What follows belongs to an exercise in optimizing a design on an open flow for small area and a short achievable clock period; a production flow would make more cautious choices.
The RTL of this run was laid out without a check of its function.
No driver is modelled on the clock port, so clocking that relies on it looks cheaper here than on a real chip.
Power is estimated from default activity; no workload was simulated.

--- flow/flow/run.sh ---
#!/bin/bash
# Standard layout, with the smallest buffer on every port and a lighter
# clock tree (clkbuf_4 leaves, widened where they drive many flip-flops).
# Full tool output goes to standard.log.
export BUFFER_PORTS_ARGS="-buffer_cell sky130_fd_sc_hd__buf_1"
export CTS_ARGS="-sink_clustering_enable -repair_clock_nets -dont_use_dummy_load -buf_list sky130_fd_sc_hd__clkbuf_4 -root_buf sky130_fd_sc_hd__clkbuf_8"
export POST_CTS_TCL="$(pwd)/flow/post_cts.tcl"
bash standard.sh > standard.log 2>&1
--- flow/flow/post_cts.tcl ---
# After CTS: a leaf clock buffer that drives many flip-flops is widened to
# clkbuf_8, to keep the slew at the flip-flop clock pins low.
set n_up 0
foreach inst [get_cells clkbuf_*] {
  set out [get_pins -of_objects $inst -filter "direction==output"]
  set fo [llength [get_pins -of_objects [get_nets -of_objects $out] -filter "direction==input"]]
  set cell [get_property [get_lib_cells -of_objects $inst] name]
  if { $cell == "sky130_fd_sc_hd__clkbuf_4" && $fo >= 11 } {
    replace_cell $inst sky130_fd_sc_hd__clkbuf_8
    incr n_up
  }
}
puts "post_cts: widened $n_up leaf clock buffers"
detailed_placement
check_placement -verbose
estimate_parasitics -placement
--- flow/standard.sh ---
#!/bin/bash
# synth_recipe.tcl (not shown) runs the flow's synth.tcl, then flattens the netlist and writes it again
# the make line also repeats each setting of config.mk as NAME=value (left out here)
make -C /OpenROAD-flow-scripts/flow DESIGN_CONFIG=/design/flow/config.mk WORK_HOME=/design/flow/orfs CLKGATE_MAP_FILE= SYNTH_SCRIPT=/design/flow/synth_recipe.tcl "${@:-finish}"
--- flow/config.mk ---
export PLATFORM = sky130hd
export DESIGN_NAME = adder64
export DESIGN_NICKNAME = adder64
export VERILOG_FILES = /design/flow/design.v
export SDC_FILE = /design/flow/constraint.sdc
export NUM_CORES = 4
export LEC_CHECK = 0
export CAP_MARGIN = 20
export CORE_MARGIN = 2
export CORE_UTILIZATION = 60
export SLEW_MARGIN = 20
export SYNTH_HIERARCHICAL = 1
export SYNTH_MINIMUM_KEEP_SIZE = 0
--- flow/constraint.sdc ---
create_clock -name core_clock -period 28.0 [get_ports {clk}]
set_input_delay 5.6000 -clock core_clock [delete_from_list [all_inputs] [get_ports {clk}]]
set_output_delay 5.6000 -clock core_clock [all_outputs]
set_load 0.01 [all_outputs]
--- flow/design.v ---
module half_adder(a, b, s, co);
	input a, b;
	output s, co;
	assign s = a ^ b;
	assign co = a & b;
endmodule
module full_adder(a, b, ci, s, co);
	input a, b, ci;
	output s, co;
	assign s = a ^ b ^ ci;
	assign co = (a & b) | ((a ^ b) & ci);
endmodule
module block_sum(x, y, s, c);
	parameter n = 64;
	parameter K = 3;
	localparam NB = (n + K - 1) / K;
	input  [n-1:0] x, y;
	output [n-1:0] s;
	output [NB-1:0] c;
	wire [n:0] cc;      
	genvar i;
	generate
		for (i = 0; i < n; i = i + 1)
		begin : bit_
			if (i % K == 0)
			begin : h
				half_adder ha (.a(x[i]), .b(y[i]), .s(s[i]), .co(cc[i+1]));
			end
			else
			begin : f
				full_adder fa (.a(x[i]), .b(y[i]), .ci(cc[i]), .s(s[i]), .co(cc[i+1]));
			end
			if ((i % K == K - 1) || (i == n - 1))
			begin : out_
				assign c[i / K] = cc[i+1];
			end
		end
	endgenerate
endmodule
module carry_cell(p, g, ci, co);
	parameter W = 3;
	input [W-1:0] p;
	input g, ci;
	output co;
	assign co = g | (&p & ci);
endmodule
module carry_lookahead_adder(s, c, result);
	parameter n = 64;
	parameter K = 3;
	localparam NB = (n + K - 1) / K;
	input  [n-1:0] s;
	input  [NB-1:0] c;
	output [n:0] result;
	wire [NB:0] ci;     
	wire [n-1:0] t;     
	assign ci[0] = 1'b0;
	assign result[n] = ci[NB];
	genvar i, b;
	generate
		for (i = 0; i < n; i = i + 1)
		begin : bit_
			if (i % K == 0)
			begin : first
				assign t[i] = ci[i / K];
			end
			else
			begin : rest
				assign t[i] = t[i-1] & s[i-1];
			end
			assign result[i] = s[i] ^ t[i];
		end
		for (b = 0; b < NB; b = b + 1)
		begin : blk
			localparam LO = b * K;
			localparam HI = (b * K + K - 1 < n - 1) ? b * K + K - 1 : n - 1;
			if (b == 0)
			begin : first
				assign ci[b+1] = c[b];
			end
			else
			begin : rest
				carry_cell #(HI - LO + 1) cc (.p(s[HI:LO]), .g(c[b]), .ci(ci[b]), .co(ci[b+1]));
			end
		end
	endgenerate
endmodule
module adder64 (clk, x, y, result);
    input clk;
    input [63:0] x, y;
    output [64:0] result;
    localparam K = 3;
    localparam NB = (64 + K - 1) / K;
    wire [63:0] s;
    wire [NB-1:0] c;
    reg [63:0] s_r;
    reg [NB-1:0] c_r;
    reg [64:0] result_r;
    wire [64:0] sum;
    block_sum #(64, K) pre (.x(x), .y(y), .s(s), .c(c));
    carry_lookahead_adder #(64, K) add (.s(s_r), .c(c_r), .result(sum));
    always @(posedge clk) begin
        s_r <= s;
        c_r <= c;
        result_r <= sum;
    end
    assign result = result_r;
endmodule
==> run notes <==
-- layout make-up --
| cell class | count | area [sq um] | area share, % |
|---|---|---|---|
| multi-input cells | 146 | 2008 | 33.16 |
| clock buffers | 17 | 165.2 | 2.727 |
| flip-flops and latches | 151 | 3023 | 49.92 |
| well taps | 108 | 135.1 | 2.231 |
| repair buffers | 193 | 724.4 | 11.96 |
-- Yosys stat by module, one instance, submodules excluded, excerpt --
module / cell area, sq um / times used / cells inside / flip-flops and latches
adder64: 3023 / 1 / 151 / 151
full_adder: 20.02 / 42 / 1 / 0
half_adder: 12.51 / 22 / 1 / 0
-- sequential cells by signal, summed over array words and instances (netlist names) --
| register | flops |
|---|---|
| s_r | 64 |
| result_r | 65 |
| c_r | 22 |
-- final timing paths --
check                       start              endpoint  slack (ns)  cells after the start
max          result_r[30]$_DFF_P_            result[30]       21.49                      1
min                s_r[2]$_DFF_P_   result_r[2]$_DFF_P_        0.33                      0
max reg2reg        s_r[5]$_DFF_P_  result_r[62]$_DFF_P_       22.17                     22
min reg2reg        s_r[2]$_DFF_P_   result_r[2]$_DFF_P_        0.33                      0
-- where the power goes --
part	switching, W	internal (W)
sequential	0.0000152	0.000255
clock	0.0000593	0.0000374
combinational	0.0000413	0.0000305
-- cell families (layout without fill, tap and decap cells) --
logic type	after synthesis	count (layout)	share of synthesized area [%]
buffers and inverters	26	210	3.735
flip-flops	151	151	57.84
adder cells (fa/ha/maj)	104	104	30.93
AO/OA/AOI/OAI	21	21	3.974
XOR/XNOR	21	21	3.519
-- stage by stage --
stage	cell area, sq um	std cells	setup slack, ns	hold slack [ns]	power, W
after global placement	5891	598	21.17	0.3100	0.0003459
final	6056	615	21.49	0.3300	0.0004391
after global routing	6056	615	21.42	0.3431	0.0004682
after floorplan	5226	323	21.25	0.3997	0.0003142
after detailed placement	5891	598	21.14	0.3143	0.0003491
-- per-layer routing --
layer | wire length [microns] | GRT usage, % | vias to the layer above | share of wire [%]
met4 | 180 | 9.188 | 0 | 2.2
met3 | 714 | 7.554 | 18 | 8.8
met2 | 4162 | 32.91 | 124 | 51
met1 | 3055 | 21.01 | 1345 | 38
met5 | 0 | 0 | - | 0
li1 | - | - | 1444 | -
-- placed cells by master, fill, tap and decap left out --
cell and count:
ha_1 62, clkbuf_4 11, buf_1 193, a41o_1 20, xor2_1 21, dfxtp_1 151
clkbuf_8 6, a21o_1 1, fa_1 42
==> metrics.md <==
| Metric | Value |
|---|---|
| Top Ports | 194 |
| Detailed Routing Iterations Pass 1 | 4 |
| FMAX | 0.1537 GHz |
| Core area | 8593 sq um |
| Asr flop ratio synth | 0% |
| Period minus WS final | 6.505 ns |
| Largest net degree at the start of global routing | 17 |
| Yosys warning count | 7 |
| Syn Nets | 556 |
| CP Data Required Time | 22.40 ns |
| Peak supply drop | 0.04035 mV |
| Clock skew | 0.03066 ns |
| HP Class | reg -> reg |
| Die Height | 97.33 microns |
| Drt total wl | 8113 microns |
| DR iter-0 viols | 17 |
| Clock Latency Late Sink | 0.41 ns |
| Share of layout cells above drive strength 1 | 3.353% |
| Die Area | 9473 sq um |
| Post-synthesis sequential area ratio | 57.84% |
| CTS tree | yes |
| Global-route wire length before repair | 13,980 microns |
| WP data arrival | 0.91 ns |
| Gate count of the mapped netlist | 323 |
| Number of global-route vias before repair | 3,136 |
| CP Max Fanout | 1 |
| Buffers & Inverters on Critical Path | 1 |
| WL/cell | 13.19 microns |
| RSZ-0062 raised after global routing | false |
| Fill cells | 668 |
| Initial core utilization | 60.82% |
| Post-Synthesis Cell Area | 5226 sq um |
| Crit. End Element | output pin |
| Post-route ant nets | 0 |
| Top cells by area, synth | dfxtp_1, fa_1, ha_1, a41o_1, buf_4 |
| Slowest CP cell | dfxtp_1 |
| CP max stage delay | 0.32 ns |
| GP Congestion | 0.7758 |
| Total of max-cap violations | 0 |
| Synthesized flop and latch total | 151 |
| Area delta synth->final | 15.87% |
| PD cells | 72.51 nW/um^2 |
| Commonest cells post-synth | dfxtp_1, ha_1, fa_1, buf_4, xor2_1 |
| Avg Cell Area, Syn | 16.18 sq um |
| CP Cell Sequence | buf_1 |
| Finish-stage setup viols | 0 |
| P_leak | 2.698 nW |
| Fin. Hold Viols | 0 |
| Startpoint Class | register |
| Via/cell ratio | 4.766 |
| Post-synth EDFFs | 0 |
| Synth cell types | 7 |
| Top flip-flop cell by instance count after synthesis | dfxtp_1 |
| Number of core rows | 34 |
| Worst path top cell family by delay | flip-flops |
| Post-Route Utilization | 70.47% |
| Gr usage total | 19.25% |
| Clock-pin slew of the registers on the worst-case setup and hold paths | 0.08 ns |
| Leading area contributor after synthesis | dfxtp_1 |
| Most common cell in the netlist | dfxtp_1 |
| Detailed-placement wirelength estimate | 6768 microns |
| Critical path class | reg -> out |
| Remaining DRCs | 0 |
| IO buf count | 193 |
| Overflow after GRT | 0 |
| Setup TNS | 0 ns |
| Antenna violations before repair | 0 |
| Area fraction of the dominant cell type after synthesis | 57.84% |
| Number of clock sinks | 151 |
| Crit share post-route | 23.23% |
| Count of pins over their slew limit | 0 |
| Ant. Diodes | 0 |
| Vias | 2,931 |
| Nets | 742 |
| Outcome | finished clean |
| Worst-margin pin slew | 0.1965 ns |
| Slew HR | 86.95% |
| Die Span X | 97.33 microns |

port drivers added, routing unchanged:
Ports are ideal in the flow. The routed layout listed here was re-timed in OpenROAD. Step 1 sets driving cells, clkbuf_16 on the clock port and buf_2 on the other inputs (assumed; they add their load-dependent delay and slew). Step 2 adds t to the input delays and takes it off the output delays; t is the mean of the earliest and latest rising clock arrival at the registers after step 1. Input paths then give back, and output paths get back, about the clock's delay inside the block. Three values: no drivers, after step 1, after step 2; two values: the first two.
t (ns): 0.423
setup WS [ns]: 21.495 / 21.462 / 21.123
worst setup path at the end: input to register
worst slew at a driven data input, ns: 0.05
After both steps setup and hold are still met in this run. For this run, drivers alone change the setup slack by -0.033 ns; drivers and shift together by -0.372 ns.
